What follows belongs to an exercise in optimizing a design on an open flow for small area and few clock cycles; a production flow would make more cautious choices. Where RTL was checked, it was by simulation tests only, not by an equivalence proof against the original. No functional check of the RTL was part of run 5. Power and IR drop assume default switching activity. The clock port is modelled as an ideal driver; clocking choices that lean on that would not hold on a real chip.

<file path="design.v">
module ahb_to_apb_bridge (
        input             HCLK,
        input             HRESETn,
        input      [31:0] HADDR,
        input      [2:0]  HSIZE,
        input      [31:0] HWDATA,
        input             HWRITE,
        output     [31:0] HRDATA,
        output            HREADY,
        output            HRESP,
        input             HSELAPB,
        output     [31:0] PADDR,
        output            PSEL,
        output reg        PENABLE,
        output            PWRITE,
        output     [7:0]  PWDATA,
        input      [7:0]  PRDATA,
        input             PREADY,
        input             PSLVERR
);
assign HRESP = PSLVERR;
reg  [31:0] s_addr;
reg  [1:0]  s_size;
reg         s_wr;
reg         dp;                  
wire acc = HSELAPB & HREADY;     
always @(posedge HCLK)
        if (acc) begin
                s_addr <= HADDR;
                s_size <= HSIZE[1:0];
                s_wr   <= HWRITE;
        end
reg  [31:0] f_addr [0:7];
reg  [7:0]  f_d0 [0:7];          
reg  [7:0]  f_d1 [0:7];
reg  [7:0]  f_d2 [0:7];
reg  [7:0]  f_d3 [0:7];
reg         f_word [0:7];        
reg  [7:0]  rsel;
reg  f_empty;                    
wire f_full  = rsel[7];
reg  [31:0] h_addr;
reg  [31:0] h_data;
reg         h_word;
integer j;
always @(*) begin
        h_addr = 32'd0;
        h_data = 32'd0;
        h_word = 1'b0;
        for (j = 0; j < 8; j = j + 1) begin
                h_addr = h_addr | ({32{rsel[j]}} & f_addr[j]);
                h_data = h_data | ({32{rsel[j]}} & {f_d3[j], f_d2[j], f_d1[j], f_d0[j]});
                h_word = h_word | (rsel[j] & f_word[j]);
        end
end
reg  [1:0]  beat;
reg         psel_r;
wire        rd_now   = HSELAPB & ~HWRITE & ~psel_r & ~dp & f_empty & HRESETn;
assign PSEL = psel_r | rd_now;
wire [31:0] src_addr = ({32{~f_empty}} & h_addr) | ({32{f_empty & dp}} & s_addr) |
                       ({32{f_empty & ~dp}} & HADDR);
wire [1:0]  h_size   = {h_word, ~h_word & h_data[31]};
wire [1:0]  src_size = f_empty ? s_size : h_size;
wire        last     = (beat == {src_size[1], src_size[1] | src_size[0]});
wire        beat_end = PENABLE & PREADY;
wire        xfer_end = beat_end & last;
wire        pop      = xfer_end & ~f_empty;
wire        rd_done  = xfer_end & f_empty;
assign HREADY = ~dp | (s_wr ? (~f_full | pop) : rd_done);
wire push = dp & s_wr & HREADY;
wire rd_st = beat_end & f_empty;
wire st0 = push | rd_st & (beat == 2'd0);
wire st1 = push | rd_st & (beat == 2'd1);
wire st2 = push | rd_st & (beat == 2'd2);
integer m;
always @(posedge HCLK) begin
        if (push) begin
                f_addr[0] <= s_addr;
                f_word[0] <= s_size[1];
                f_d3[0]   <= {s_size[1] ? HWDATA[31] : s_size[0], HWDATA[30:24]};
                for (m = 1; m < 8; m = m + 1) begin
                        f_addr[m] <= f_addr[m-1];
                        f_word[m] <= f_word[m-1];
                        f_d3[m]   <= f_d3[m-1];
                end
        end
        if (st0) begin
                f_d0[0] <= push ? HWDATA[7:0] : PRDATA;
                for (m = 1; m < 8; m = m + 1) f_d0[m] <= f_d0[m-1];
        end
        if (st1) begin
                f_d1[0] <= push ? HWDATA[15:8] : PRDATA;
                for (m = 1; m < 8; m = m + 1) f_d1[m] <= f_d1[m-1];
        end
        if (st2) begin
                f_d2[0] <= push ? HWDATA[23:16] : PRDATA;
                for (m = 1; m < 8; m = m + 1) f_d2[m] <= f_d2[m-1];
        end
end
assign PADDR  = src_addr + {30'd0, beat};
assign PWRITE = ~f_empty | (dp ? s_wr : HWRITE);
assign PWDATA = ({8{f_empty}} & HWDATA[7:0]) |
                ({8{~f_empty & (beat == 2'd0)}} & h_data[7:0]) |
                ({8{~f_empty & (beat == 2'd1)}} & h_data[15:8]) |
                ({8{~f_empty & (beat == 2'd2)}} & h_data[23:16]) |
                ({8{~f_empty & (beat == 2'd3)}} & h_data[31:24]);
wire dp_next = acc | (dp & ~HREADY);
wire one    = rsel[0];                         
wire more    = dp_next | push | ~f_empty & ~(pop & one);    
always @(posedge HCLK or negedge HRESETn)
        if (!HRESETn) begin
                dp      <= 1'b0;
                f_empty <= 1'b1;
                rsel    <= 8'd1;
                psel_r  <= 1'b0;
                PENABLE <= 1'b0;
                beat    <= 2'd0;
        end else begin
                dp <= dp_next;
                f_empty <= f_empty ? ~push : (pop & one & ~push);
                if (push & ~pop & ~f_empty) rsel <= {rsel[6:0], 1'b0};
                if (pop & ~push & ~one)     rsel <= {1'b0, rsel[7:1]};
                if (!psel_r) begin
                        psel_r  <= more;
                        PENABLE <= rd_now;
                        beat    <= 2'd0;
                end else if (!PENABLE) begin
                        PENABLE <= 1'b1;
                end else if (PREADY) begin
                        PENABLE <= 1'b0;
                        if (last) begin
                                psel_r <= more;
                                beat <= 2'd0;
                        end else
                                beat <= beat + 2'd1;
                end
        end
assign HRDATA = {PRDATA, h_data[23:16],
                 (beat == 2'd1) ? PRDATA : h_data[15:8],
                 (beat == 2'd0) ? PRDATA : h_data[7:0]};
endmodule
</file>
<file path="standard.sh">
#!/bin/bash
# synth_recipe.tcl (not shown) runs the flow's synth.tcl, then flattens the netlist and writes it again
# the make line also repeats each setting of config.mk as NAME=value (left out here)
make -C /OpenROAD-flow-scripts/flow DESIGN_CONFIG=/design/flow/config.mk WORK_HOME=/design/flow/orfs CLKGATE_MAP_FILE= SYNTH_SCRIPT=/design/flow/synth_recipe.tcl "${@:-finish}"
</file>
<file path="flow/run.sh">
#!/bin/bash
# The standard layout (standard.sh) with two changes:
#  - synthesis maps the logic with flow/abc_area.script (area-oriented ABC
#    mapping without ABC's own buffering and gate sizing; OpenROAD repairs
#    timing and slew later in the flow as usual);
#  - the port buffers are plain buf_1 cells;
#  - clock tree synthesis inserts no dummy loads.
set -e
mkdir -p scripts
for f in "$FLOW_HOME"/scripts/*; do ln -sf "$f" scripts/; done
rm -f scripts/abc_area.script
cp flow/abc_area.script scripts/abc_area.script
export SCRIPTS_DIR="$PWD/scripts"
export ABC_AREA=1
export CTS_ARGS="-sink_clustering_enable -repair_clock_nets -sink_clustering_size 20 -sink_clustering_max_diameter 80 -dont_use_dummy_load -buf_list sky130_fd_sc_hd__clkbuf_8"
export BUFFER_PORTS_ARGS="-buffer_cell sky130_fd_sc_hd__buf_1"
bash standard.sh > standard.log 2>&1
</file>
<file path="constraint.sdc">
create_clock -name core_clock -period 6.0 [get_ports {HCLK}]
set_input_delay 1.2000 -clock core_clock [delete_from_list [all_inputs] [get_ports {HCLK}]]
set_output_delay 1.2000 -clock core_clock [all_outputs]
set_load 0.01 [all_outputs]
</file>
<file path="config.mk">
export PLATFORM = sky130hd
export DESIGN_NAME = ahb_to_apb_bridge
export DESIGN_NICKNAME = ahb_to_apb_bridge
export VERILOG_FILES = /design/flow/design.v
export SDC_FILE = /design/flow/constraint.sdc
export NUM_CORES = 4
export LEC_CHECK = 0
export CAP_MARGIN = 20
export CORE_MARGIN = 2
export CORE_UTILIZATION = 40
export CTS_CLUSTER_DIAMETER = 120
export CTS_CLUSTER_SIZE = 30
export SLEW_MARGIN = 20
</file>
<file path="flow/abc_area.script">
strash
&get -n
&st
&dc2
&syn2
&dch
&nf -R 1000
&put
topo
</file>
==> notes.md, run 1 <==
max incr delay on CP about 580 ps; Initial Utilization 0.405; Area growth syn-to-layout 11.8%; die area about 0.055 mm²; top cells by area, synth edfxtp_1 78%, a22oi_1 3.9%, a221oi_1 2.6%; Synth Net Count 1293; DP Area 0.0232 mm²; Tmin final 5790 ps; Synth cell types 43; Clock Tree Root clkbuf_8; Final Instance Count excl. Fillers around 2100; final layout net count 1528; Synth top area share 0.782; maxcap violations 0; critical path's top delay family simple AND/OR/NAND/NOR gates; RePlAce Congestion 0.797; Comb pwr share 0.341; Crit Path Category reg -> out; ys flop type edfxtp_1; routed via count approximately 13000; clk sinks 569; Crit path required time 4800 ps; Core Rows 84; clock power share 0.130; synthesized area per cell between 15 and 20 µm²; Worst path depth 18; power density over the cells 530 mW/mm²; Peak supply drop 0.000250 V; CP arrival 4590 ps; Reg power frac 0.529; number of synthesized flops with an enable pin 555; Reg clk slew, reported paths about 120 ps; Residual DRC 0; First DRT Iteration DRCs 1425; Worst-Margin Slew 953 ps; Mapped Area 0.0213 mm²; largest net degree at the start of global routing between 100 and 150; max_slew headroom 0.363; chip width 235 µm; Tcrit/Tclk final 0.965; Seq/Total Area, Yosys 0.799; IO buf count 154; Crit Path Max Fanout 19; Ports 158; total power 12.6 mW; Longest Clk Path Bufs 3; TritonCTS Buffers 34; Hold Path Class reg -> reg; CTS hold repair buffers 0; HPWL after DPL ~32000 µm; Antenna Nets Post-Route 0; initial antenna violation count 1; vias in the first global route roughly 12000; first-pass GRT wire length roughly 78000 µm; Worst Skew between 60 and 70 ps; CTS tree built; Die Ht 235 µm; R2R Setup Slk 970 ps; ys async rst share 0.0246; synth cell count leaders 555 x edfxtp_1, 122 x nand2_1, 110 x a22oi_1; Finished Cell Area 0.0238 mm²; Worst setup startpoint f_empty; r2r startpoint rsel[0]; R2R cell count 12; Core Box Area between 0.05 and 0.06 mm²; Placed Instances 2082; f_max 0.173 GHz; CP startpoint kind register; WL/cell 24.4 µm; clk latency of the worst-skew pair 600 ps; Crit. End Element output pin; final hold viol count 0; drt via density ~6; Leak 7.47 nW; gr ovfl total 0; Slowest cell on crit path dfstp_2; Switching Power 4.65 mW; run status complete, no violations; Synth Warn # 7; CP Buf/Inv Count 4; largest area contributor in the netlist edfxtp_1; max-slew violation count 0; worst r2r dst f_d2[0][7]; worst-path cell chain clkinv_2 -> nor2_2 -> buf_12 -> a221o_1 -> ha_2 -> fa_1 -> nand2_1 -> or3_1 -> or3_1 -> nor2_1 -> buf_4 -> nand3_1 -> nor2_1 -> nand2_1 -> nor2_1 -> nand2_1 -> xnor2_1 -> buf_1; count of final setup violators 0; gr usage total 0.181; CP Capture Point PADDR[30]; switch share 0.369; drt pass-1 iters 7; Routed WL 52000 µm; top-count cell post-synth edfxtp_1; Cells after Synth about 1200; proportion of layout cells with a drive suffix above 1 0.0772; Internal Power 7.96 mW; H-Tree Depth 2; post-synthesis register bit count between 500 and 600; HP Start f_d2[5][6]
-- logic make-up (layout without fill, tap and decap cells) --
kind of cell | after synthesis | after routing | share of synthesized area
multiplexers | 6 | 6 | 0.00288
XOR/XNOR | 32 | 32 | 0.0132
other | 0 | 1 | 0
buffers and inverters | 18 | 251 | 0.00476
adder cells (fa/ha/maj) | 7 | 7 | 0.00446
flip-flops | 569 | 569 | 0.799
AND/OR/NAND/NOR | 214 | 214 | 0.0435
AO/OA/AOI/OAI | 359 | 359 | 0.132
-- repair_timing --
item,4_1_cts,5_1_grt
setup buffers,0,9
resized for setup,4,12
gates cloned,0,1
endpoints found under the setup margin,6,5
pin swaps,0,1
-- power by group through the flow --
stage | sequential (mW) | combinational (mW) | clock, mW
finish | 6.68 | 4.30 | 1.64
global route | 6.81 | 4.68 | 1.83
CTS | 6.70 | 4.24 | 1.70
detailed placement | 6.78 | 4.21 | 0
global placement | 6.72 | 4.18 | 0
floorplan | 6.77 | 2.37 | 0
-- state kept, by name, indices dropped and copies added (netlist names) --
signal	flops
PENABLE	1
psel_r	1
s_size	2
f_d0	64
f_d1	64
s_wr	1
s_addr	32
f_word	8
dp	1
f_d2	64
f_addr	256
beat	2
rsel	8
f_d3	64
f_empty	1
-- stage by stage --
step	TNS, ps	worst slack [ps]	hold slack, ps	utilization
after floorplan	0	328	426	-
after global placement	0	263	427	0.440
after detailed placement	0	295	433	0.440
after CTS	0	4.47	437	0.449
after global routing	-36.2	-36.2	451	0.452
final	0	210	434	0.452
-- worst min path at each step --
stage            endpoint  slack (ps)  cells after the start
6_report       f_d2[6][6]         430                      0
4_1_cts        f_d2[6][6]         440                      0
5_1_grt        f_d0[5][4]         450                      0
3_5_place_dp   f_d1[6][5]         430                      0
3_3_place_gp   f_d1[7][2]         430                      0
2_1_floorplan  f_d0[2][7]         430                      0
-- routing by layer --
layer	GRT usage	vias up	wire length, µm
met5	0	-	0
met1	0.267	6608	23100
met4	0.0389	0	739
met3	0.0261	43	3850
li1	-	5578	-
met2	0.287	539	24300
-- worst register-to-register path, stage by stage, from the launching register on --
cell and delay, ps:
dfstp_4 760, buf_4 530, a22oi_1 210, and3_1 210, o311ai_0 420, xnor2_1 150
nand4_1 190, o21ai_0 130, nand2_1 730, clkinv_8 770, buf_12 470, nand2_1 130
nand2_1 60
-- cell usage in the layout, fill, tap and decap left out, types with 6 or more instances in the layout --
master | synthesis | routed
a31oi_1 | 37 | 37
a41oi_1 | 7 | 6
clkinv_1 | 9 | 7
a22oi_1 | 110 | 110
nand3_1 | 11 | 11
nor2_1 | 38 | 36
xnor2_1 | 17 | 17
o22ai_1 | 8 | 8
edfxtp_1 | 555 | 555
buf_1 | 0 | 154
a222oi_1 | 53 | 53
a22o_1 | 32 | 32
buf_12 | 0 | 12
nand2_1 | 122 | 118
a21oi_1 | 21 | 21
o21ai_0 | 16 | 16
buf_4 | 9 | 41
and3_1 | 11 | 11
xor2_1 | 15 | 15
a221oi_1 | 64 | 64
nor3_1 | 9 | 8
clkbuf_8 | 0 | 34
-- area by class of cell --
cell class | instances | area, µm²
timing repair buffer | 208 | 1150
fill | 4612 | 28800
clock buffer | 34 | 468
tap | 688 | 861
inverter | 9 | 47.5
multi-input combinational | 618 | 4230
sequential | 569 | 17000
antenna | 1 | 2.50
Testbench counts, summed over its fixed seeds: cycles 32,537.
==> inputs of run 2 (changes only) <==
--- a/flow/run.sh
+++ b/flow/run.sh
@@ -13,5 +13,5 @@
 export SCRIPTS_DIR="$PWD/scripts"
 export ABC_AREA=1
-export CTS_ARGS="-sink_clustering_enable -repair_clock_nets -sink_clustering_size 20 -sink_clustering_max_diameter 80 -dont_use_dummy_load -buf_list sky130_fd_sc_hd__clkbuf_8"
+export CTS_ARGS="-sink_clustering_enable -repair_clock_nets -sink_clustering_size 30 -sink_clustering_max_diameter 120 -dont_use_dummy_load"
 export BUFFER_PORTS_ARGS="-buffer_cell sky130_fd_sc_hd__buf_1"
 bash standard.sh > standard.log 2>&1
==> run 2 against run 1 <==
- largest power group unchanged
- highest routed layer unchanged
- via count fell by 0.66%
- maximum frequency rose by 0.70%
- cell area grew 0.13%
- sequential share of layout area shrank 0.10 points
- clock skew decreased by 42 ps
- critical path type unchanged
- combinational power is 1% lower
- sequential power about the same
==> notes.md, run 2 <==
HP Start f_addr[1][19] (was f_d2[5][6]); synth cell count leaders 555 x edfxtp_1, 122 x nand2_1, 110 x a22oi_1 (unchanged); Reg area 0.0170 mm² (about the same); Crit. End Element output pin (unchanged); First DRT Iteration DRCs 1404 (was 1425); Antenna Nets Post-Route 0 (unchanged); run status complete, no violations (unchanged); f_max 0.174 GHz (was 0.173 GHz); Ports 158 (unchanged); final hold viol count 0 (unchanged); ys async rst share 0.0246 (unchanged); TritonCTS Buffers 22 (was 34); Leak 7.48 nW (was 7.47 nW); Seq/Total Area, Yosys 0.799 (unchanged); Worst Skew 27.1 ps (was 68.7 ps); Final Instance Count excl. Fillers 2111 (was 2127); Area growth syn-to-layout 11.9% (was 11.8%); commonest non-fill, non-tap cell in the layout edfxtp_1 (unchanged); die area 0.0551 mm² (unchanged); Initial Utilization 0.405 (unchanged); maxcap violations 0 (unchanged); routed via count 12700 (was 12800); Hold Crit Depth 0 (unchanged); number of fill cells 4597 (was 4612); fin util 0.453 (was 0.452); Core Rows 84 (unchanged); Slowest cell on crit path dfstp_2 (unchanged); worst r2r dst f_d2[0][7] (unchanged); Residual DRC 0 (unchanged); max reg flops 256 (unchanged); first-pass GRT wire length 77300 µm (was 77600 µm); Peak supply drop 0.000250 V (about the same); top-count cell post-synth edfxtp_1 (unchanged); number of synthesized flops with an enable pin 555 (unchanged); final layout net count 1512 (was 1528); Tmin final 5750 ps (was 5790 ps); R2R cell count 12 (unchanged); drt pass-1 iters 6 (was 7); Synth Net Count 1293 (unchanged); R2R Setup Slk 1030 ps (was 970 ps); power density over the cells 534 mW/mm² (was 530 mW/mm²); max incr delay on CP 580 ps (about the same); Placed Instances 2082 (unchanged); RePlAce Congestion 0.797 (unchanged); Largest Register f_addr (unchanged); WL/cell 24.4 µm (about the same); max_slew headroom 0.254 (was 0.363); HPWL after DPL 31700 µm (unchanged); gr ovfl total 0 (unchanged); largest area contributor in the netlist edfxtp_1 (unchanged); max-slew violation count 0 (unchanged); r2r startpoint rsel[0] (unchanged); largest net degree at the start of global routing 132 (unchanged); synthesized area per cell 17.7 µm² (unchanged); clk sinks 569 (unchanged); Cells after Synth 1205 (unchanged); Reg clk slew, reported paths 110 ps (was 120 ps); CP startpoint kind register (unchanged); ys flop type edfxtp_1 (unchanged); vias in the first global route 12400 (was 12500); area of the multi-input gates 0.00423 mm² (about the same); clk latency of the worst-skew pair 570 ps (was 600 ps); Longest Clk Path Bufs 3 (unchanged); gr usage total 0.179 (was 0.181); IO buf count 154 (unchanged); Synth cell types 43 (unchanged); top cells by area, synth edfxtp_1 78%, a22oi_1 3.9%, a221oi_1 2.6% (unchanged); hold path endpoint f_addr[2][19] (was f_d2[6][6]); drt via density 6.01 (was 6.00); chip width 235 µm (unchanged); Crit Path Max Fanout 19 (unchanged); Clock Tree Root clkbuf_16 (was clkbuf_8); proportion of layout cells with a drive suffix above 1 0.0661 (was 0.0772); post-synthesis register bit count 569 (unchanged); Core Box Area 0.0527 mm² (unchanged); initial antenna violation count 1 (unchanged); Tcrit/Tclk final 0.958 (was 0.965); Synth Warn # 7 (unchanged); worst-path cell chain clkinv_2 -> nor2_2 -> buf_8 -> a221o_1 -> ha_2 -> fa_1 -> nand2_1 -> or3_1 -> or3_1 -> nor2_1 -> buf_4 -> nand3_1 -> nor2_1 -> nand2_1 -> nor2_1 -> nand2_1 -> xnor2_1 -> buf_1 (was clkinv_2 -> nor2_2 -> buf_12 -> a221o_1 -> ha_2 -> fa_1 -> nand2_1 -> or3_1 -> or3_1 -> nor2_1 -> buf_4 -> nand3_1 -> nor2_1 -> nand2_1 -> nor2_1 -> nand2_1 -> xnor2_1 -> buf_1); CTS tree built (unchanged); H-Tree Depth 1 (was 2); count of final setup violators 0 (unchanged); Crit path required time 4800 ps (about the same); commonest cells after routing, fill and taps aside 555 x edfxtp_1, 154 x buf_1, 118 x nand2_1, 110 x a22oi_1, 64 x a221oi_1 (unchanged); Mapped Area 0.0213 mm² (unchanged); Die Ht 235 µm (unchanged); Worst-Margin Slew 1120 ps (was 953 ps); CP arrival 4550 ps (was 4590 ps); Routed WL 51500 µm (was 52000 µm); Synth top area share 0.782 (unchanged); Hold Path Class reg -> reg (unchanged); Crit Path Category reg -> out (unchanged)
run 2: cell counts after synthesis:
Identical to the previous run, type by type.
run 2: metal layers:
metal / vias up / global-route usage / part of all wire
li1: 5545 / - / -
met1: 6568 / 0.267 / 0.45
met2: 530 / 0.286 / 0.47
met3: 41 / 0.0236 / 0.072
met4: 0 / 0.0295 / 0.015
met5: - / 0 / 0
run 2: kinds of logic (layout without fill, tap and decap cells):
kind of cell	after synthesis	in the layout	share of synthesized area
AO/OA/AOI/OAI	359	359	0.132
XOR/XNOR	32	32	0.0132
adder cells (fa/ha/maj)	7	7	0.00446
buffers and inverters	18	235	0.00476
flip-flops	569	569	0.799
multiplexers	6	6	0.00288
other	0	1	0
AND/OR/NAND/NOR	214	214	0.0435
run 2: cell type report:
class                      instances  area share
antenna                            1    0.000105
sequential                       569       0.715
tap                              688      0.0361
clock buffer                      22      0.0231
multi-input combinational        618       0.178
timing repair buffer             204      0.0463
inverter                           9     0.00199
run 2: metrics by stage:
step | TNS, ps | worst slack [ps] | cell area (µm²) | hold WS (ps) | power, mW
after global placement | 0 | 263 | 23200 | 427 | 10.9
after CTS | 0 | 32.8 | 23700 | 455 | 12.8
after detailed placement | 0 | 295 | 23200 | 433 | 11.0
after global routing | -70.2 | -70.2 | 23800 | 462 | 13.4
final | 0 | 251 | 23800 | 455 | 12.7
after floorplan | 0 | 328 | 21300 | 426 | 9.14
run 2: how the worst max path moves through the flow:
stage / start / endpoint
after global placement: HADDR[1] / PADDR[31]
after detailed placement: HADDR[1] / PADDR[31]
after floorplan: f_empty / PADDR[30]
final: f_empty / PADDR[30]
after CTS: rsel[2] / PADDR[31]
after global routing: rsel[7] / PADDR[31]
run 2: timing repair:
action / CTS / global route
setup endpoints to repair: 5 / 4
buffers inserted: 0 / 5
hold buffers: 0 / 0
gates resized for setup: 4 / 10
pin swaps: 0 / 1
cloned: 0 / 1
run 2: where the power goes:
group          internal [mW]  switching [mW]
Clock                  0.666            1.12
Sequential              6.01           0.672
Combinational           1.41            2.84
run 2: worst max-delay path: cells and delay by family (launching register included):
kind	cells	cell delay (ps)
DFF	1	580
xor gates and xnor gates	1	180
adders and majority gates	2	450
and+or+nand+nor	10	1870
AOI/OAI and AO/OA	1	180
buffers and inverters	4	730
==> inputs of run 3 (changes only) <==
==> flow/abc_area.script (replaced) <==
strash
&get -n
&st
&dc2
&syn2
&dch -f
&nf -R 1000
&put
strash
&get -n
&st
&dch -f
&nf -R 1000
&put
strash
&get -n
&st
&dch -f
&nf -R 1000
&put
topo
==> run 3 against run 2 <==
- total power shrank 0.17%
- cell count down 0.19%
- largest cell class unchanged
- worst setup slack improved by 86 ps
- sequential share of layout area shrank 0.13 points
- critical path depth fell by 2
- maximum frequency increased by 1.5%
- wire length increased by 1.3%
- via count decreased by 0.54%
- combinational power rose by 2%
- largest power group unchanged
- clock skew up 1.3 ps
==> notes.md, run 3 <==
WL/cell 24.8 µm (was 24.4 µm); f_max 0.177 GHz (was 0.174 GHz); clk latency of the worst-skew pair 580 ps (was 570 ps); HPWL after DPL 31500 µm (was 31700 µm); CP Capture Point PADDR[30] (unchanged); number of fill cells 4605 (was 4597); Cells after Synth 1188 (was 1205); Reg clk slew, reported paths 110 ps (about the same); synth cell count leaders 555 x edfxtp_1, 128 x a222oi_1, 115 x nand2_1 (was 555 x edfxtp_1, 122 x nand2_1, 110 x a22oi_1); r2r startpoint f_empty (was rsel[0]); post-synthesis register bit count 569 (unchanged); Synth Warn # 7 (unchanged); number of synthesized flops with an enable pin 555 (unchanged); Crit Path Category reg -> out (unchanged); First DRT Iteration DRCs 2039 (was 1404); ys async rst share 0.0246 (unchanged); Leak 7.56 nW (was 7.48 nW); clk sinks 569 (unchanged); final layout net count 1508 (was 1512); gr ovfl total 0 (unchanged); gr usage total 0.183 (was 0.179); routed via count 12600 (was 12700); commonest non-fill, non-tap cell in the layout edfxtp_1 (unchanged); top cells by area, synth edfxtp_1 78%, a222oi_1 6.0%, nand2_1 2.0% (was edfxtp_1 78%, a22oi_1 3.9%, a221oi_1 2.6%); Largest Register f_addr (unchanged); Crit. End Element output pin (unchanged); Core Box Area 0.0527 mm² (unchanged); R2R Setup Slk 1070 ps (was 1030 ps); vias in the first global route 12400 (about the same); Ports 158 (unchanged); maxcap violations 0 (unchanged); RePlAce Congestion 0.774 (was 0.797); worst-path cell chain a222oi_1 -> and3_1 -> a21oi_1 -> ha_1 -> fa_1 -> nor3b_2 -> nor3b_2 -> nand3_1 -> nand2b_1 -> or2_0 -> or3_1 -> nor4_2 -> buf_4 -> nand3b_1 -> xor2_1 -> buf_1 (was clkinv_2 -> nor2_2 -> buf_8 -> a221o_1 -> ha_2 -> fa_1 -> nand2_1 -> or3_1 -> or3_1 -> nor2_1 -> buf_4 -> nand3_1 -> nor2_1 -> nand2_1 -> nor2_1 -> nand2_1 -> xnor2_1 -> buf_1); first-pass GRT wire length 78400 µm (was 77300 µm); Finished Cell Area 0.0239 mm² (was 0.0238 mm²); worst r2r dst rsel[3] (was f_d2[0][7]); synthesized area per cell 17.9 µm² (was 17.7 µm²); Worst path depth 16 (was 18); count of final setup violators 0 (unchanged); largest net degree at the start of global routing 102 (was 132); Fin Setup TNS 0 ps (unchanged); Hold Path Class reg -> reg (unchanged); Area growth syn-to-layout 12.0% (was 11.9%); top-count cell post-synth edfxtp_1 (unchanged); Antenna Nets Post-Route 0 (unchanged); Die Ht 235 µm (about the same); fin util 0.453 (about the same); R2R cell count 17 (was 12); HP Start s_addr[23] (was f_addr[1][19]); CTS tree built (unchanged); Final Instance Count excl. Fillers 2107 (was 2111); initial antenna violation count 1 (unchanged); drt pass-1 iters 7 (was 6); Clock Tree Root clkbuf_16 (unchanged); CP startpoint kind register (unchanged); proportion of layout cells with a drive suffix above 1 0.0748 (was 0.0661); Seq/Total Area, Yosys 0.798 (was 0.799); max_slew headroom 0.451 (was 0.254); most frequent CP cell nor3b_2; Slowest cell on crit path dfstp_2 (unchanged); Placed Instances 2074 (was 2082); Residual DRC 0 (unchanged); Initial Utilization 0.405 (about the same); drt via density 5.99 (was 6.01); Reg area 0.0170 mm² (about the same); Synth Net Count 1276 (was 1293); Peak supply drop 0.000253 V (was 0.000250 V); area of the multi-input gates 0.00424 mm² (was 0.00423 mm²); Crit Path Max Fanout 5 (was 19); CP Buf/Inv Count 2 (was 4); critical path's top delay family simple AND/OR/NAND/NOR gates (unchanged); die area 0.0552 mm² (was 0.0551 mm²); Longest Clk Path Bufs 3 (unchanged); max incr delay on CP 640 ps (was 580 ps); Tmin final 5660 ps (was 5750 ps); Core Rows 84 (unchanged); H-Tree Depth 1 (unchanged); final hold viol count 0 (unchanged); largest area contributor in the netlist edfxtp_1 (unchanged); Synth cell types 38 (was 43); max reg flops 256 (unchanged); IO buf count 154 (unchanged); ys flop type edfxtp_1 (unchanged); power density over the cells 532 mW/mm² (was 534 mW/mm²); Routed WL 52200 µm (was 51500 µm); max-slew violation count 0 (unchanged); Worst-Margin Slew 824 ps (was 1120 ps); run status complete, no violations (unchanged); Mapped Area 0.0213 mm² (about the same); CP arrival 4460 ps (was 4550 ps); Crit path required time 4800 ps (about the same); Worst Skew 28.4 ps (was 27.1 ps); Worst setup startpoint rsel[0] (was f_empty); Synth top area share 0.782 (about the same); TritonCTS Buffers 22 (unchanged); DP Area 0.0232 mm² (about the same); Tcrit/Tclk final 0.944 (was 0.958); chip width 235 µm (about the same); commonest cells after routing, fill and taps aside 555 x edfxtp_1, 154 x buf_1, 128 x a222oi_1, 112 x nand2_1, 57 x buf_4 (was 555 x edfxtp_1, 154 x buf_1, 118 x nand2_1, 110 x a22oi_1, 64 x a221oi_1)
## run 3: cell types whose count changed in the layout (fill, tap and decap cells not counted), sizes merged, moves of 7 or more
cell    change
a221oi     -23
buf        +13
a41oi       -7
nand2       -7
a22o       -30
nand3      +38
o21ai      +27
mux2       +25
a222oi     +75
a22oi      -83
a31oi      -30
## run 3: logic make-up (layout without fill, tap and decap cells)
kind of cell | after synthesis | in the layout | synth area share
compound gates | 284 | 284 | 0.110
xor+xnor | 33 | 33 | 0.0136
fa+ha+maj | 7 | 7 | 0.00446
buf+inv | 18 | 248 | 0.00475
flops | 569 | 569 | 0.798
mux | 37 | 37 | 0.0189
other cells | 0 | 1 | 0
simple gates | 240 | 240 | 0.0502
## run 3: per-stage QoR
| stage | total power, mW | hold WS (ps) | worst slack (ps) |
|---|---|---|---|
| 2_1_floorplan | 9.04 | 422 | 219 |
| 3_5_place_dp | 11.0 | 432 | 129 |
| 4_1_cts | 12.8 | 457 | 33.7 |
| 3_3_place_gp | 10.9 | 425 | 118 |
| 6_report | 12.7 | 456 | 337 |
| 5_1_grt | 13.4 | 461 | -2.53 |
## run 3: worst min-delay path by stage
stage	to	cells after the start	slack (ps)
after floorplan	f_addr[0][10]	0	420
after global placement	f_addr[0][2]	0	430
after detailed placement	f_addr[0][11]	0	430
after CTS	f_addr[5][15]	0	460
after global routing	f_addr[5][15]	0	460
final	f_addr[0][23]	0	460
## run 3: layout make-up
class / instances / area share
inverter: 9 / 0.00194
sequential: 569 / 0.714
multi-input combinational: 601 / 0.178
tap: 688 / 0.0361
timing repair buffer: 217 / 0.0477
antenna: 1 / 0.000105
clock buffer: 22 / 0.0231
## run 3: timing repair
action	4_1_cts	5_1_grt
setup endpoints to repair	0	4
hold buffers	0	0
gates resized for setup	0	10
buffers inserted	0	9
## run 3: report_power, final
| group | switching [mW] | internal [mW] |
|---|---|---|
| Sequential | 0.579 | 6.02 |
| Clock | 1.13 | 0.666 |
| Combinational | 2.94 | 1.38 |
| Total | 4.64 | 8.06 |
## run 3: per-layer routing
layer	routed length (µm)	vias to the layer above	GRT usage
met5	0	-	0
met3	4340	34	0.0298
met2	24500	603	0.295
met4	709	0	0.0320
li1	-	5524	-
met1	22600	6455	0.265
==> inputs of run 4 (changes only) <==
==> flow/abc_area.script (replaced) <==
strash
&get -n
&st
&dc2
&syn2
&dch -f
&nf -R 1000
&put
strash
&get -n
&st
&dch
&nf -R 1000
&put
topo
==> run 4 against run 3 <==
- still clean
- first-iteration DRC count shrank 27%
- cell area shrank 1.2%
- flip-flop and latch count stayed put
- via count down 0.86%
- worst hold slack worse by 57 ps
- clock power is essentially flat
- maximum frequency is 1.8% lower
- largest power group unchanged
- highest routed layer unchanged
==> notes.md, run 4 <==
run status complete, no violations (unchanged); CTS hold repair buffers 0 (unchanged); Slowest cell on crit path dfstp_2 (unchanged); commonest cells after routing, fill and taps aside 555 x edfxtp_1, 154 x buf_1, 144 x a22oi_1, 109 x nand2_1, 69 x a222oi_1 (was 555 x edfxtp_1, 154 x buf_1, 128 x a222oi_1, 112 x nand2_1, 57 x buf_4); antenna cell count 0 (was 1); unrepaired setup endpoints after global routing yes; Clock Tree Root clkbuf_16 (unchanged); Crit. End Element output pin (unchanged); Area growth syn-to-layout 10.9% (was 12.0%); Worst-Margin Slew 1000 ps (was 824 ps); Core Box Area 0.0526 mm² (was 0.0527 mm²); Largest Register f_addr (unchanged); Leak 7.18 nW (was 7.56 nW); f_max 0.173 GHz (was 0.177 GHz); WL/cell 24.6 µm (was 24.8 µm); top cells by area, synth edfxtp_1 78%, a22oi_1 5.1%, a222oi_1 3.2% (was edfxtp_1 78%, a222oi_1 6.0%, nand2_1 2.0%); worst-path cell chain nor2b_2 -> buf_6 -> a221oi_1 -> nor4_2 -> nor3b_1 -> buf_4 -> and2_0 -> nand2_1 -> nor3_1 -> buf_4 -> nand3b_1 -> nor3_1 -> nand2_1 -> nor2_1 -> xnor2_1 -> buf_1 (was a222oi_1 -> and3_1 -> a21oi_1 -> ha_1 -> fa_1 -> nor3b_2 -> nor3b_2 -> nand3_1 -> nand2b_1 -> or2_0 -> or3_1 -> nor4_2 -> buf_4 -> nand3b_1 -> xor2_1 -> buf_1); Reg area 0.0170 mm² (about the same); gr usage total 0.178 (was 0.183); ys async rst share 0.0246 (unchanged); Peak supply drop 0.000174 V (was 0.000253 V); number of fill cells 4634 (was 4605); clk latency of the worst-skew pair 570 ps (was 580 ps); ys flop type edfxtp_1 (unchanged); clk sinks 569 (unchanged); CP startpoint kind register (unchanged); Mapped Area 0.0213 mm² (about the same); max-slew violation count 0 (unchanged); Fin Setup TNS 0 ps (unchanged); maxcap violations 0 (unchanged); HPWL after DPL 29700 µm (was 31500 µm); synth cell count leaders 555 x edfxtp_1, 144 x a22oi_1, 112 x nand2_1 (was 555 x edfxtp_1, 128 x a222oi_1, 115 x nand2_1); TritonCTS Buffers 23 (was 22); Synth cell types 40 (was 38); area of the multi-input gates 0.00420 mm² (was 0.00424 mm²); top-count cell post-synth edfxtp_1 (unchanged); Tcrit/Tclk final 0.961 (was 0.944); CP arrival 4560 ps (was 4460 ps); routed via count 12500 (was 12600); Tmin final 5760 ps (was 5660 ps); synthesized area per cell 18.0 µm² (was 17.9 µm²); post-synthesis register bit count 569 (unchanged); Core Rows 84 (unchanged); drt via density 6.05 (was 5.99); commonest non-fill, non-tap cell in the layout edfxtp_1 (unchanged); largest area contributor in the netlist edfxtp_1 (unchanged); Final WS setup 236 ps (was 337 ps); count of final setup violators 0 (unchanged); chip width 235 µm (about the same); Worst Skew 59.8 ps (was 28.4 ps); Residual DRC 0 (unchanged); Crit Path Max Fanout 30 (was 5); Synth top area share 0.783 (was 0.782); Cells after Synth 1179 (was 1188); gr ovfl total 0 (unchanged); Routed WL 51000 µm (was 52200 µm); Crit Path Category reg -> out (unchanged); max reg flops 256 (unchanged); Antenna Nets Post-Route 0 (unchanged); Reg clk slew, reported paths 120 ps (was 110 ps); RePlAce Congestion 0.775 (was 0.774); Synth Warn # 7 (unchanged); vias in the first global route 12200 (was 12400); proportion of layout cells with a drive suffix above 1 0.0551 (was 0.0748); Die Ht 235 µm (about the same); largest net degree at the start of global routing 116 (was 102); max_slew headroom 0.329 (was 0.451); final hold viol count 0 (unchanged); IO buf count 154 (unchanged); die area 0.0550 mm² (was 0.0552 mm²); Seq/Total Area, Yosys 0.800 (was 0.798); Longest Clk Path Bufs 3 (unchanged); Ports 158 (unchanged); final layout net count 1470 (was 1508); total power 7.03 mW (was 12.7 mW); First DRT Iteration DRCs 1488 (was 2039); Synth Net Count 1267 (was 1276); first-pass GRT wire length 77000 µm (was 78400 µm); H-Tree Depth 1 (unchanged); drt pass-1 iters 7 (unchanged); power density over the cells 298 mW/mm² (was 532 mW/mm²); initial antenna violation count 0 (was 1); CTS tree built (unchanged); Hold Path Class reg -> reg (unchanged); Initial Utilization 0.405 (about the same); number of synthesized flops with an enable pin 555 (unchanged); Crit path required time 4800 ps (about the same); Placement Setup Slack 283 ps (was 129 ps); fin util 0.449 (was 0.453); max incr delay on CP 590 ps (was 640 ps)
## run 4: cell type report
cell class                      instances  area share
Timing Repair Buffer                  187      0.0380
Multi-Input combinational cell        594       0.178
Inverter                                7     0.00164
Tap cell                              688      0.0365
Clock buffer                           23      0.0244
Sequential cell                       569       0.722
## run 4: metal layers
metal / vias to the layer above / global-route usage / wire length [µm]
met1: 6436 / 0.260 / 22100
met4: 0 / 0.0343 / 946
met2: 572 / 0.282 / 23700
met5: - / 0 / 0
met3: 54 / 0.0303 / 4150
li1: 5445 / - / -
## run 4: repair_timing
action,4_1_cts,5_1_grt
setup endpoints to repair,0,4
hold endpoints to repair,0,0
resized for setup,0,7
setup buffers,0,0
## run 4: power breakdown
group | internal, mW | switching [mW]
logic | 0.107 | 0.346
registers | 4.64 | 0.125
clock network | 0.693 | 1.11
total | 5.44 | 1.59
## run 4: path summary, 6_finish.rpt
check	slack, ps	depth (start not counted)	startpoint	end
worst max-delay path	240	16	f_empty	PADDR[31]
worst min-delay path	400	0	f_addr[3][31]	f_addr[4][31]
worst max register to register	1180	13	rsel[2]	f_d3[0][2]
worst min register to register	400	0	f_addr[3][31]	f_addr[4][31]
max in group asynchronous	4720	1	HRESETn	rsel[3]
min in group asynchronous	700	1	HRESETn	rsel[1]
## run 4: worst max-delay path: cells and delay by family (launching register included)
kind                   cells  cell delay (ps)
AND/OR/NAND/NOR           10             2160
buffers and inverters      4              840
flip-flops                 1              590
AO/OA/AOI/OAI              1              260
XOR/XNOR                   1              130
## run 4: per-stage QoR
stage	std cells	hold WS, ps	cell area, µm²
floorplan	1179	426	21300
global placement	2045	427	23000
detailed placement	2045	433	23000
CTS	2068	406	23600
global route	2068	413	23600
finish	2068	398	23600
## run 4: cell families after synthesis
logic type      after synthesis  synth area share
fa+ha+maj                     7           0.00447
flops                       569             0.800
compound gates              336             0.128
xor+xnor                     33            0.0136
simple gates                207            0.0441
mux                          11           0.00553
buf+inv                      16           0.00441
==> inputs of run 5 (changes only) <==
--- a/design.v
+++ b/design.v
@@ -37,7 +37,8 @@
 reg  [7:0]  f_d3 [0:7];
 reg         f_word [0:7];        
-reg  [7:0]  rsel;
+reg  [2:0]  hpos;
+wire [7:0]  rsel = 8'd1 << hpos;
 reg  f_empty;                    
-wire f_full  = rsel[7];
+wire f_full  = (hpos == 3'd7);
 reg  [31:0] h_addr;
 reg  [31:0] h_data;
@@ -106,5 +107,5 @@
                 ({8{~f_empty & (beat == 2'd3)}} & h_data[31:24]);
 wire dp_next = acc | (dp & ~HREADY);
-wire one    = rsel[0];                         
+wire one    = (hpos == 3'd0);                  
 wire more    = dp_next | push | ~f_empty & ~(pop & one);    
 always @(posedge HCLK or negedge HRESETn)
@@ -112,5 +113,5 @@
                 dp      <= 1'b0;
                 f_empty <= 1'b1;
-                rsel    <= 8'd1;
+                hpos    <= 3'd0;
                 psel_r  <= 1'b0;
                 PENABLE <= 1'b0;
@@ -119,6 +120,6 @@
                 dp <= dp_next;
                 f_empty <= f_empty ? ~push : (pop & one & ~push);
-                if (push & ~pop & ~f_empty) rsel <= {rsel[6:0], 1'b0};
-                if (pop & ~push & ~one)     rsel <= {1'b0, rsel[7:1]};
+                if (push & ~pop & ~f_empty) hpos <= hpos + 3'd1;
+                if (pop & ~push & ~one)     hpos <= hpos - 3'd1;
                 if (!psel_r) begin
                         psel_r  <= more;
==> run 5 against run 4 <==
- non-clock buffer count increased by 16
- flip-flop and latch count fell by 5
- via count up 3.0%
- cell area rose by 2.2%
- synthesized cell count grew 8.2%
- clock power about the same
- cell count increased by 5.8%
- clock-buffer cell count is 1 lower
- worst setup slack better by 38 ps
- global-route usage grew 0.71 points
- register-to-register slack lost 270 ps
- critical endpoint is now HREADY
- largest power group unchanged
==> notes.md, run 5 <==
H-Tree Depth 1 (unchanged); TritonCTS Buffers 22 (was 23); switch share 0.377 (was 0.226); post-synthesis register bit count 564 (was 569); chip width 236 µm (was 235 µm); gr usage total 0.185 (was 0.178); clock power share 0.143 (was 0.257); max reg flops 256 (unchanged); synthesized area per cell 16.9 µm² (was 18.0 µm²); CTS hold repair buffers 0 (unchanged); Comb pwr share 0.384 (was 0.065); CTS tree built (unchanged); commonest non-fill, non-tap cell in the layout edfxtp_1 (unchanged); Antenna Nets Post-Route 0 (unchanged); Switching Power 4.69 mW (was 1.59 mW); RePlAce Congestion 0.791 (was 0.775); Routed WL 53100 µm (was 51000 µm); final hold viol count 0 (unchanged); synth cell count leaders 555 x edfxtp_1, 127 x nand2_1, 94 x a22oi_1 (was 555 x edfxtp_1, 144 x a22oi_1, 112 x nand2_1); Area growth syn-to-layout 12.0% (was 10.9%); max-slew violation count 0 (unchanged); Crit Path Category reg -> out (unchanged); Synth Net Count 1365 (was 1267); Longest Clk Path Bufs 3 (unchanged); Cells after Synth 1276 (was 1179); Worst Skew 31.1 ps (was 59.8 ps); IO buf count 154 (unchanged); Tcrit/Tclk final 0.954 (was 0.961); Core Box Area 0.0535 mm² (was 0.0526 mm²); First DRT Iteration DRCs 1362 (was 1488); Slowest cell on crit path a21oi_1 (was dfstp_2); clk sinks 564 (was 569); commonest cells after routing, fill and taps aside 555 x edfxtp_1, 154 x buf_1, 124 x nand2_1, 94 x a22oi_1, 55 x a21oi_1 (was 555 x edfxtp_1, 154 x buf_1, 144 x a22oi_1, 109 x nand2_1, 69 x a222oi_1); Synth Warn # 7 (unchanged); final layout net count 1583 (was 1470); CP arrival 4530 ps (was 4560 ps); count of final setup violators 0 (unchanged); Die Ht 236 µm (was 235 µm); gr ovfl total 0 (unchanged); power density over the cells 516 mW/mm² (was 298 mW/mm²); first-pass GRT wire length 78700 µm (was 77000 µm); Residual DRC 0 (unchanged); maxcap violations 0 (unchanged); CP startpoint kind register (unchanged); Peak supply drop 0.000288 V (was 0.000174 V); proportion of layout cells with a drive suffix above 1 0.0684 (was 0.0551); antenna cell count 0 (unchanged); Finished Cell Area 0.0241 mm² (was 0.0236 mm²); Hold Path Class reg -> reg (unchanged); Internal Power 7.75 mW (was 5.44 mW); Reg clk slew, reported paths 120 ps (about the same); Reg power frac 0.473 (was 0.678); drt via density 5.89 (was 6.05); largest area contributor in the netlist edfxtp_1 (unchanged); initial antenna violation count 0 (unchanged); Largest Register f_addr (unchanged); routed via count 12900 (was 12500); total power 12.4 mW (was 7.03 mW); ys flop type edfxtp_1 (unchanged); drt pass-1 iters 6 (was 7); top cells by area, synth edfxtp_1 77%, a22oi_1 3.3%, nand2_1 2.2% (was edfxtp_1 78%, a22oi_1 5.1%, a222oi_1 3.2%); worst-path cell chain clkinv_2 -> nor3_4 -> buf_6 -> buf_4 -> a22oi_1 -> nand4_1 -> mux2_1 -> a21oi_1 -> xnor2_1 -> nand4_1 -> o21ai_0 -> a21oi_1 -> clkinv_1 -> buf_1 (was nor2b_2 -> buf_6 -> a221oi_1 -> nor4_2 -> nor3b_1 -> buf_4 -> and2_0 -> nand2_1 -> nor3_1 -> buf_4 -> nand3b_1 -> nor3_1 -> nand2_1 -> nor2_1 -> xnor2_1 -> buf_1); max incr delay on CP 570 ps (was 590 ps); WL/cell 24.3 µm (was 24.6 µm); Tmin final 5730 ps (was 5760 ps); clk latency of the worst-skew pair 580 ps (was 570 ps); top-count cell post-synth edfxtp_1 (unchanged); fin util 0.451 (was 0.449); Crit path required time 4800 ps (about the same); Synth cell types 48 (was 40); Seq/Total Area, Yosys 0.785 (was 0.800); Clock Tree Root clkbuf_16 (unchanged); Core Rows 85 (was 84); largest net degree at the start of global routing 144 (was 116); Crit Path Max Fanout 36 (was 30); unrepaired setup endpoints after global routing no (was yes); f_max 0.175 GHz (was 0.173 GHz); Initial Utilization 0.402 (was 0.405); die area 0.0557 mm² (was 0.0550 mm²); max_slew headroom 0.371 (was 0.329); HPWL after DPL 32000 µm (was 29700 µm); hold slack 455 ps (was 398 ps); run status complete, no violations (unchanged); DP Area 0.0234 mm² (was 0.0230 mm²); Mapped Area 0.0215 mm² (was 0.0213 mm²); Leak 7.59 nW (was 7.18 nW); vias in the first global route 12600 (was 12200); Crit. End Element output pin (unchanged); Ports 158 (unchanged); ys async rst share 0.0160 (was 0.0246); number of synthesized flops with an enable pin 555 (unchanged); Worst-Margin Slew 944 ps (was 1000 ps); Synth top area share 0.774 (was 0.783); Fin Setup TNS 0 ps (unchanged)
-- run 5: cell count changes in the layout (fill, tap and decap cells not counted), sizes merged, moves of 15 or more --
cell    change
a22o       +35
a21oi      +45
nand2      +15
clkinv     +18
o21ai      +23
a22oi      -50
a222oi     -35
a41oi      -27
-- run 5: what timing repair did --
action	CTS	global route
setup endpoints to repair	6	8
pin swaps	2	1
setup buffers	3	0
resized for setup	4	15
cloned	2	0
-- run 5: power by group through the flow --
stage | logic (mW) | registers, mW | clock network, mW
floorplan | 2.80 | 5.88 | 0
global placement | 4.66 | 5.92 | 0
detailed placement | 4.69 | 5.96 | 0
CTS | 4.78 | 5.88 | 1.83
global route | 5.17 | 5.98 | 1.94
finish | 4.78 | 5.89 | 1.78
-- run 5: critical path: cells and delay by family, from the launching register on --
family,cells,cell delay [ps]
buf+inv,5,1380
compound gates,4,980
simple gates,3,560
flops,1,510
mux,1,340
xor+xnor,1,110
-- run 5: path summary, 6_finish.rpt --
kind                                  from       endpoint  slack (ps)  cells after the start
worst max-delay path               hpos[0]         HREADY         270                     14
worst min-delay path            f_d2[4][0]     f_d2[5][0]         460                      0
worst max register to register     hpos[0]  f_addr[3][31]         910                     15
worst min register to register  f_d2[4][0]     f_d2[5][0]         460                      0
max in group asynchronous          HRESETn        hpos[1]        5010                      1
min in group asynchronous          HRESETn             dp         570                      1
-- run 5: logic make-up after synthesis --
group	after synthesis	share of synthesized area
flops	564	0.785
compound gates	365	0.126
simple gates	256	0.0535
buf+inv	36	0.00785
xor+xnor	31	0.0126
mux	16	0.0103
fa+ha+maj	8	0.00535
-- run 5: final cells by class --
class / instances / area, µm²
clock buffers: 22 / 551
fillers: 4683 / 29400
inverters: 27 / 119
multi-input cells: 676 / 4570
flip-flops and latches: 564 / 16900
well taps: 696 / 871
repair buffers: 203 / 1120
-- run 5: per-layer routing --
metal	up-vias	global-route usage	share of wire
met1	6586	0.263	0.44
met4	0	0.0338	0.017
met2	538	0.303	0.47
met5	-	0	0
met3	47	0.0295	0.071
li1	5709	-	-
-- run 5: stage by stage --
| stage | std cells | worst slack (ps) |
|---|---|---|
| 6_report | 2188 | 274 |
| 5_1_grt | 2188 | 12.6 |
| 4_1_cts | 2188 | 3.25 |
| 3_5_place_dp | 2161 | 510 |
| 3_3_place_gp | 2161 | 512 |
| 2_1_floorplan | 1276 | 3.12 |

-- re-timing with driven ports --
No port has a modelled driver above. Below, the same layouts with a new extraction and two added sets of constraints. Step 1: set_driving_cell puts a clkbuf_16 on HCLK and a buf_2 on each other input, an assumption about the parent block. Step 2 moves the port delays by t, midway between the first and last clock arrival at a register: inputs arrive t later, outputs are due t later. That takes back most of the time a late clock gives input paths. Three values: ideal, step 1, step 2; two values: the first two.
| run | t (ns) | slack for setup (ns) | slew at the worst register clock pin (ns) | worst slew at a driven data input, ns |
|---|---|---|---|---|
| run 1 | 0.622 | 0.210 / 0.157 / 0.491 | 0.12 / 0.12 | 0.08 |
| run 2 | 0.619 | 0.251 / 0.194 / 0.483 | 0.12 / 0.12 | 0.08 |
| run 3 | 0.624 | 0.337 / 0.277 / 0.306 | 0.12 / 0.12 | 0.08 |
| run 4 | 0.595 | 0.236 / 0.184 / 0.322 | 0.12 / 0.12 | 0.06 |
| run 5 | 0.621 | 0.274 / 0.217 / 0.838 | 0.12 / 0.12 | 0.08 |
After both steps setup and hold are still met in every run listed. For run 3, which loses most, drivers alone change the setup slack by -0.060 ns; drivers and shift together by -0.031 ns.
